Context: an optimization exercise on an open-source flow, tuned for small area, a short achievable clock period and few clock cycles. The choices shown serve that exercise and are no tape-out recipe.
In this exercise RTL edits were held to simulation tests only and were not proved equivalent to the original.
Power and IR drop assume default switching activity.

==> flow/design.v (excerpt) <==
module ARM_SingleCycle_CPU
	#(parameter	BusWidth	= 32)
	(input logic		i_CLK, i_RESET,
	input logic[(BusWidth - 1):0]	i_Instr,
	output logic[(BusWidth - 1):0]	o_PC,
	output logic[(BusWidth - 1):0]	o_Data_Address,
	output logic					o_Mem_Write,
	output logic[(BusWidth - 1):0]	o_Write_Data,
	input logic[(BusWidth - 1):0]	i_Read_Data);
==> flow/config.mk <==
export PLATFORM = sky130hd
export DESIGN_NAME = ARM_SingleCycle_CPU
export DESIGN_NICKNAME = ARM_SingleCycle_CPU
export VERILOG_FILES = /design/flow/design.v
export SDC_FILE = /design/flow/constraint.sdc
export NUM_CORES = 4
export LEC_CHECK = 0
export ABC_AREA = 1
export CAP_MARGIN = 20
export CORE_MARGIN = 2
export CORE_UTILIZATION = 40
export CTS_BUF_LIST = sky130_fd_sc_hd__clkbuf_8
export CTS_CLUSTER_DIAMETER = 60
export CTS_CLUSTER_SIZE = 16
export PLACE_DENSITY = 0.6
export SLEW_MARGIN = 20
export SYNTH_HIERARCHICAL = 1
==> flow/constraint.sdc <==
create_clock -name core_clock -period 14.0 [get_ports {i_CLK}]
set_input_delay 2.8000 -clock core_clock [delete_from_list [all_inputs] [get_ports {i_CLK}]]
set_output_delay 2.8000 -clock core_clock [all_outputs]
set_load 0.01 [all_outputs]
standard.sh (not shown) runs the stock make flow with config.mk's settings and CLKGATE_MAP_FILE= SYNTH_SCRIPT=/design/flow/synth_recipe.tcl, a recipe that flattens the netlist after the stock synthesis.
==> flow/flow/run.sh <==
#!/bin/bash
# The standard layout with two changes to the timing repair: the port
# buffers start as buf_2 (repair resizes them as needed) and the repair aims
# for 6 ns of setup slack at the 14 ns clock.
set -euo pipefail
export BUFFER_PORTS_ARGS="-buffer_cell sky130_fd_sc_hd__buf_2"
export SETUP_SLACK_MARGIN=6
bash standard.sh > standard_flow.log 2>&1
The starting point finished with timing, DRC and antenna clean.
Testbench counts at the start, summed over its fixed seeds: cycles 76,800.
Then changed:
==> flow/flow/run.sh (replaced) <==
#!/bin/bash
# The standard layout with two changes to the timing repair: the port
# buffers start as buf_2 (repair resizes them as needed) and the repair aims
# for 5.5 ns of setup slack at the 14 ns clock.
set -euo pipefail
export BUFFER_PORTS_ARGS="-buffer_cell sky130_fd_sc_hd__buf_2"
export SETUP_SLACK_MARGIN=5.5
bash standard.sh > standard_flow.log 2>&1
Settings changed: CORE_UTILIZATION 40 to 60, CTS_CLUSTER_DIAMETER 60 to 50, CTS_CLUSTER_SIZE 16 to 14, PLACE_DENSITY 0.6 to 0.8, TNS_END_PERCENT set to 20.
=> Final area fell by 6.0%. Final cell count is lower by 8.9%. Flip-flop and latch count is unchanged. Global-route usage went up by 14 points. Worst setup slack got worse by 0.25 ns. Critical path depth came out lower by 2. Combinational power went down by 9.5%. Routed wire length came out lower by 8.5%.

## amber
The RTL this note starts from:
==> flow/design.v <==
module	ARM_AddressAdder
	(input logic[31:0]	i_Base,
	input logic[11:0]	i_Offset,
	output logic[31:0]	o_Address);
	logic[11:0]		s_G[4:0];
	logic[11:0]		s_P[4:0];
	logic[11:0]		s_X;
	logic[11:0]		s_C;
	logic[19:0]		s_Ones[5:0];
	assign s_X		= i_Base[11:0] ^ i_Offset;
	assign s_G[0]	= i_Base[11:0] & i_Offset;
	assign s_P[0]	= s_X;
	genvar	l, k;
	generate
		for (l = 0; l < 4; l++)
		begin : carry_level
			for (k = 0; k < 12; k++)
			begin : bit_k
				if (k >= (1 << l))
				begin
					assign s_G[l + 1][k] = s_G[l][k] | (s_P[l][k] & s_G[l][k - (1 << l)]);
					assign s_P[l + 1][k] = s_P[l][k] & s_P[l][k - (1 << l)];
				end
				else
				begin
					assign s_G[l + 1][k] = s_G[l][k];
					assign s_P[l + 1][k] = s_P[l][k];
				end
			end
		end
		assign s_Ones[0] = {i_Base[30:12], 1'b1};
		for (l = 0; l < 5; l++)
		begin : ones_level
			for (k = 0; k < 20; k++)
			begin : bit_k
				if (k >= (1 << l))
					assign s_Ones[l + 1][k] = s_Ones[l][k] & s_Ones[l][k - (1 << l)];
				else
					assign s_Ones[l + 1][k] = s_Ones[l][k];
			end
		end
	endgenerate
	assign s_C = {s_G[4][10:0], 1'b0};
	assign o_Address[11:0]	= s_X ^ s_C;
	assign o_Address[31:12]	= i_Base[31:12] ^ ({20{s_G[4][11]}} & s_Ones[5]);
endmodule
module	ARM_ConditionCheck
	(input logic[3:0]	i_Cond,
	input logic			i_N, i_Z, i_C, i_V,
	output logic		o_Pass);
	logic		s_Base;
	always_comb
	begin
		case (i_Cond[3:1])
			3'b000:		s_Base = i_Z;
			3'b001:		s_Base = i_C;
			3'b010:		s_Base = i_N;
			3'b011:		s_Base = i_V;
			3'b100:		s_Base = i_C & ~i_Z;
			3'b101:		s_Base = i_N == i_V;
			3'b110:		s_Base = ~i_Z & (i_N == i_V);
			default:	s_Base = 1'b1;
		endcase
	end
	assign o_Pass = (i_Cond == 4'b1110) | (s_Base ^ i_Cond[0]);
endmodule
module ARM_SingleCycle_CPU
	#(parameter	BusWidth	= 32)
	(input logic		i_CLK, i_RESET,
	input logic[(BusWidth - 1):0]	i_Instr,
	output logic[(BusWidth - 1):0]	o_PC,
	output logic[(BusWidth - 1):0]	o_Data_Address,
	output logic					o_Mem_Write,
	output logic[(BusWidth - 1):0]	o_Write_Data,
	input logic[(BusWidth - 1):0]	i_Read_Data);
	logic[3:0]	s_Cond, s_Cmd, s_Rn, s_Rd, s_Rm;
	logic[1:0]	s_Op;
	logic		s_I, s_S;
	assign s_Cond	= i_Instr[31:28];
	assign s_Op		= i_Instr[27:26];
	assign s_I		= i_Instr[25];
	assign s_Cmd	= i_Instr[24:21];
	assign s_S		= i_Instr[20];
	assign s_Rn		= i_Instr[19:16];
	assign s_Rd		= i_Instr[15:12];
	assign s_Rm		= i_Instr[3:0];
	logic		s_DP, s_Mem, s_Branch, s_Load;
	assign s_DP		= ~s_Op[1] & ~s_Op[0];
	assign s_Mem	= ~s_Op[1] &  s_Op[0];
	assign s_Branch	=  s_Op[1];
	assign s_Load	= s_Mem & s_S;
	logic		s_Sub, s_Logic, s_Cmp;
	assign s_Sub	= s_DP & s_Cmd[1];
	assign s_Logic	= s_DP & ~s_Cmd[1] & (s_Cmd[3] == s_Cmd[2]);
	assign s_Cmp	= s_Cmd[3] & s_Cmd[1];
	logic[31:0]	s_PC;
	logic		s_N, s_Z, s_C, s_V;
	logic[31:0]	s_PC_Plus4, s_PC_Plus8;
	assign s_PC_Plus4 = s_PC + 32'd4;
	assign s_PC_Plus8 = s_PC + 32'd8;
	logic		s_Cond_Pass;
	ARM_ConditionCheck	ConditionCheck
		(s_Cond, s_N, s_Z, s_C, s_V, s_Cond_Pass);
	logic[31:0]	s_RD1, s_RD2, s_Result;
	logic		s_Reg_Write;
	logic[3:0]	s_RA2;
	assign s_RA2 = s_Op[0] ? s_Rd : s_Rm;
	logic[31:0]	s_Regs[14:0];
	logic[14:0]	s_Valid;
	logic[14:0]	s_Write;
	logic[15:0]	s_Sel1, s_Sel2;
	always_comb
	begin
		for (int i = 0; i < 15; i++)
			s_Write[i] = s_Reg_Write & (s_Rd == i);
	end
	always_ff	@(posedge i_CLK, posedge i_RESET)
	begin
		if (i_RESET)	s_Valid <= 15'd0;
		else			s_Valid <= s_Valid | s_Write;
	end
	always_ff	@(posedge i_CLK)
	begin
		for (int i = 0; i < 15; i++)
			if (s_Write[i])	s_Regs[i] <= s_Result;
	end
	always_comb
	begin
		for (int i = 0; i < 15; i++)
		begin
			s_Sel1[i] = ~s_Branch & (s_Rn == i) & s_Valid[i];
			s_Sel2[i] = (s_RA2 == i) & s_Valid[i];
		end
		s_Sel1[15] = s_Branch | (s_Rn == 4'd15);
		s_Sel2[15] = (s_RA2 == 4'd15);
		s_RD1 = {32{s_Sel1[15]}} & s_PC_Plus8;
		s_RD2 = {32{s_Sel2[15]}} & s_PC_Plus8;
		for (int i = 0; i < 15; i++)
		begin
			s_RD1 = s_RD1 | ({32{s_Sel1[i]}} & s_Regs[i]);
			s_RD2 = s_RD2 | ({32{s_Sel2[i]}} & s_Regs[i]);
		end
	end
	logic[31:0]	s_B, s_B_X;
	always_comb
	begin
		case (s_Op)
			2'b00:		s_B = s_I ? {24'b0, i_Instr[7:0]} : s_RD2;
			default:	s_B = {{6{i_Instr[23]}}, i_Instr[23:0], 2'b00};
		endcase
	end
	assign s_B_X = s_B ^ {32{s_Sub}};
	ARM_AddressAdder	AddressAdder
		(s_RD1, i_Instr[11:0],
		o_Data_Address);
	logic[31:0]	s_Sum;
	logic		s_Carry;
	assign {s_Carry, s_Sum} = {1'b0, s_RD1} + {1'b0, s_B_X} + {32'b0, s_Sub};
	logic[31:0]	s_ALU;
	assign s_ALU = s_Logic ? (s_Cmd[3] ? (s_RD1 | s_B) : (s_RD1 & s_B)) : s_Sum;
	assign s_Result = s_Load ? i_Read_Data : s_ALU;
	logic		s_Flag_N, s_Flag_Z, s_Flag_C, s_Flag_V;
	assign s_Flag_N = s_ALU[31];
	assign s_Flag_Z = ~|s_ALU;
	assign s_Flag_C = s_Carry;
	assign s_Flag_V = (s_RD1[31] == s_B_X[31]) & (s_Sum[31] != s_RD1[31]);
	logic		s_Flag_Write;
	assign s_Flag_Write = s_Cond_Pass & s_DP & s_S;
	always_ff	@(posedge i_CLK, posedge i_RESET)
	begin
		if (i_RESET)
		begin
			s_N <= 1'b0;
			s_Z <= 1'b0;
			s_C <= 1'b0;
			s_V <= 1'b0;
		end
		else if (s_Flag_Write)
		begin
			s_N <= s_Flag_N;
			s_Z <= s_Flag_Z;
			if (~s_Logic)
			begin
				s_C <= s_Flag_C;
				s_V <= s_Flag_V;
			end
		end
	end
	logic		s_Writes_Rd, s_PC_Src;
	assign s_Writes_Rd	= (s_DP & ~s_Cmp) | s_Load;
	assign s_Reg_Write	= s_Cond_Pass & s_Writes_Rd;
	assign s_PC_Src		= s_Cond_Pass & (s_Branch | ((s_DP | s_Load) & (s_Rd == 4'd15)));
	always_ff	@(posedge i_CLK, posedge i_RESET)
	begin
		if (i_RESET)	s_PC <= 32'd0;
		else			s_PC <= s_PC_Src ? s_Result : s_PC_Plus4;
	end
	assign o_PC				= s_PC;
	assign o_Mem_Write		= s_Cond_Pass & s_Mem & ~s_S;
	assign o_Write_Data		= s_RD2;
endmodule
Settings: LEC_CHECK=0, ABC_AREA=1, CAP_MARGIN=20, CORE_MARGIN=2, CORE_UTILIZATION=40, CTS_BUF_LIST=sky130_fd_sc_hd__clkbuf_8, CTS_CLUSTER_DIAMETER=55, CTS_CLUSTER_SIZE=16, PLACE_DENSITY=0.75, SLEW_MARGIN=20, SYNTH_HIERARCHICAL=1, TNS_END_PERCENT=20; clock period 14.0 ns.
==> flow/flow/run.sh <==
#!/bin/bash
# The standard layout with two changes to the timing repair: the port
# buffers start as buf_2 (repair resizes them as needed) and the repair aims
# for 5.25 ns of setup slack at the 14 ns clock.
set -euo pipefail
export BUFFER_PORTS_ARGS="-buffer_cell sky130_fd_sc_hd__buf_2"
export SETUP_SLACK_MARGIN=5.25
bash standard.sh > standard_flow.log 2>&1
amber completed end to end with timing, DRC and antenna clean.
Testbench counts of amber, summed over its fixed seeds: cycles 76,800.
### amber -> fjord
- CTS_CLUSTER_DIAMETER: 55 -> unset
- ABC_AREA: 1 -> unset
- PLACE_DENSITY: 0.75 -> 0.6
- CTS_CLUSTER_SIZE: 16 -> unset
--- a/flow/flow/run.sh
+++ b/flow/flow/run.sh
@@ -4 +4 @@
-# for 5.25 ns of setup slack at the 14 ns clock.
+# for 6 ns of setup slack at the 14 ns clock.
@@ -7 +7 @@
-export SETUP_SLACK_MARGIN=5.25
+export SETUP_SLACK_MARGIN=6
==> summary.txt <==
fjord — sequential share of cell area 2.5 points lower, amber as reference. Signed area change from the synthesized netlist to the final layout (higher): fjord. fjord: met1 demand-to-capacity share in global routing is 6.8 points higher than what amber reported. Compared with amber, fjord ends up with a larger final cell area. [compare] base=amber new=fjord: total power draw increased by about 27% relative to the old numbers; signal arrival time at the worst endpoint increased by 0.40 ns relative to the old numbers; area of combinational cells with multiple inputs increased by 11% relative to the old numbers; post-layout minimum cycle time increased by 0.40 ns relative to the old numbers; final count of pins violating max slew closely matched the old numbers. The count of multi-input combinational gates number comes out higher for amber vs fjord.
Changes in sierra relative to fjord:
- setting ABC_AREA to 1 for the first time
- setting SETUP_SLACK_MARGIN to 5 for the first time
- removing TNS_END_PERCENT (formerly 20)
==> flow/run.sh (new file) <==
#!/bin/bash
# synth_recipe.tcl (not shown) runs the flow's synth.tcl, then flattens the netlist and writes it again
# the make line also repeats each setting of config.mk as NAME=value (left out here)
make -C /OpenROAD-flow-scripts/flow DESIGN_CONFIG=/design/flow/config.mk WORK_HOME=/design/flow/orfs CLKGATE_MAP_FILE= SYNTH_SCRIPT=/design/flow/synth_recipe.tcl finish
removed: flow/flow/run.sh
removed: flow/standard.sh
sierra: full flow OK, the timing, design-rule and antenna checks passed
sierra ends up with a sequential-to-total area share from yosys stat that is 1.5 points lower than in fjord.
The higher core footprint of sierra and fjord is in sierra.
For cell area after layout, fjord and sierra come out practically identical.
In the metrics for sierra and fjord, the one carrying the higher via count is sierra.
[sierra vs fjord] final wirelength: lower in sierra
What onyx does differently from sierra at the input level:
- changing PLACE_DENSITY from 0.6 to 0.75
- setting TNS_END_PERCENT to 20 for the first time
- removing SETUP_SLACK_MARGIN (formerly 5)
- setting CTS_CLUSTER_SIZE to 14 for the first time
- setting CTS_CLUSTER_DIAMETER to 50 for the first time
==> flow/flow/run.sh (new file) <==
#!/bin/bash
# The standard layout with two changes to the timing repair: the port
# buffers start as buf_2 (repair resizes them as needed) and the repair aims
# for 6 ns of setup slack at the 14 ns clock.
set -euo pipefail
export BUFFER_PORTS_ARGS="-buffer_cell sky130_fd_sc_hd__buf_2"
export SETUP_SLACK_MARGIN=6
bash standard.sh > standard_flow.log 2>&1
==> flow/standard.sh (new file) <==
#!/bin/bash
# synth_recipe.tcl (not shown) runs the flow's synth.tcl, then flattens the netlist and writes it again
# the make line also repeats each setting of config.mk as NAME=value (left out here)
make -C /OpenROAD-flow-scripts/flow DESIGN_CONFIG=/design/flow/config.mk WORK_HOME=/design/flow/orfs CLKGATE_MAP_FILE= SYNTH_SCRIPT=/design/flow/synth_recipe.tcl "${@:-finish}"
removed: flow/run.sh
--- outcome ---
Diff sierra -> onyx: number of buffers inserted to repair setup after CTS grew by 63, global routing usage on met2 shrank by 4.4 points. onyx: switching power of the nets lower than sierra. [compare] base=sierra new=onyx: number of CTS-inserted buffers saw a decrease, weighted congestion at the end of routability-driven global placement higher, cell area after layout comparable, core occupancy in the finished layout comparable. Relative to sierra, the initial DRC count measured on onyx has increased by more than 10%. Diff sierra -> onyx | reg-to-reg setup timing slack | increase of 0.32 ns.
[inputs] yarrow vs onyx
- swapping 50 for 55 in CTS_CLUSTER_DIAMETER
- swapping 14 for 16 in CTS_CLUSTER_SIZE
- putting GPL_ROUTABILITY_DRIVEN at 0 where nothing was set
--- a/flow/flow/run.sh
+++ b/flow/flow/run.sh
@@ -4 +4 @@
-# for 6 ns of setup slack at the 14 ns clock.
+# for 5.25 ns of setup slack at the 14 ns clock.
@@ -7 +7 @@
-export SETUP_SLACK_MARGIN=6
+export SETUP_SLACK_MARGIN=5.25
==> summary.txt <==
Total routing resource utilization after global routing (yarrow over onyx): decrease, 1.7 points
| tightest hold margin | higher: yarrow |
yarrow vs onyx — total length of routed wires dropped by a few percent
Run comparison: yarrow group with the largest share of power registers; onyx group with the largest share of power combinational cells
On non-clock buffer count, the lower figure sits with yarrow, not onyx.
In yarrow, the fmax came out 4.9% below the value in onyx.
Compare onyx and yarrow | delay of the slowest cell on the worst path higher: onyx
The count of clock-net buffers in the final layout in yarrow was lower than what onyx gave.
A cell with the largest stage delay on the worst path of sky130_fd_sc_hd__nor2_2 is what yarrow shows, while sky130_fd_sc_hd__a2111oi_0 belongs to onyx.
Final setup slack of the worst path: yarrow < onyx

## afterwards: timing with drivers on the ports
The results above use ideal ports. As a check the final layouts listed here were re-extracted and re-timed, cells and wires unchanged. Step 1 (the two cells are an assumption about what drives the block):
set clk [get_ports {i_CLK}]
set_driving_cell -lib_cell sky130_fd_sc_hd__clkbuf_16 $clk
set_driving_cell -lib_cell sky130_fd_sc_hd__buf_2 [delete_from_list [all_inputs] $clk]
Step 2 times the ports against the registers' clock, not the clock port: input delays grow and output delays shrink by t, the midpoint of the rising clock arrivals with the driver on. Slacks: ideal ports / drivers / drivers and shift; pairs: ideal ports / drivers.
run	shift t [ns]	slack for setup (ns)	slew at the worst register clock pin (ns)	cell pins on the clock port's net
the first run of note 1	0.765	5.475 / 5.400 / 5.400	0.12 / 0.12	1
the second run of note 1	0.796	5.230 / 5.164 / 4.695	0.11 / 0.11	1
amber	0.748	5.140 / 5.087 / 4.696	0.11 / 0.11	1
fjord	0.768	4.735 / 4.675 / 4.675	0.08 / 0.08	1
sierra	0.759	4.984 / 4.955 / 4.444	0.07 / 0.07	1
onyx	0.825	5.393 / 5.296 / 5.042	0.10 / 0.10	1
yarrow	0.750	4.947 / 4.911 / 4.351	0.12 / 0.12	1
After both steps every run listed still meets setup and hold. The setup slack of yarrow, which loses most, moves by -0.036 ns with the drivers and by -0.596 ns with both steps.
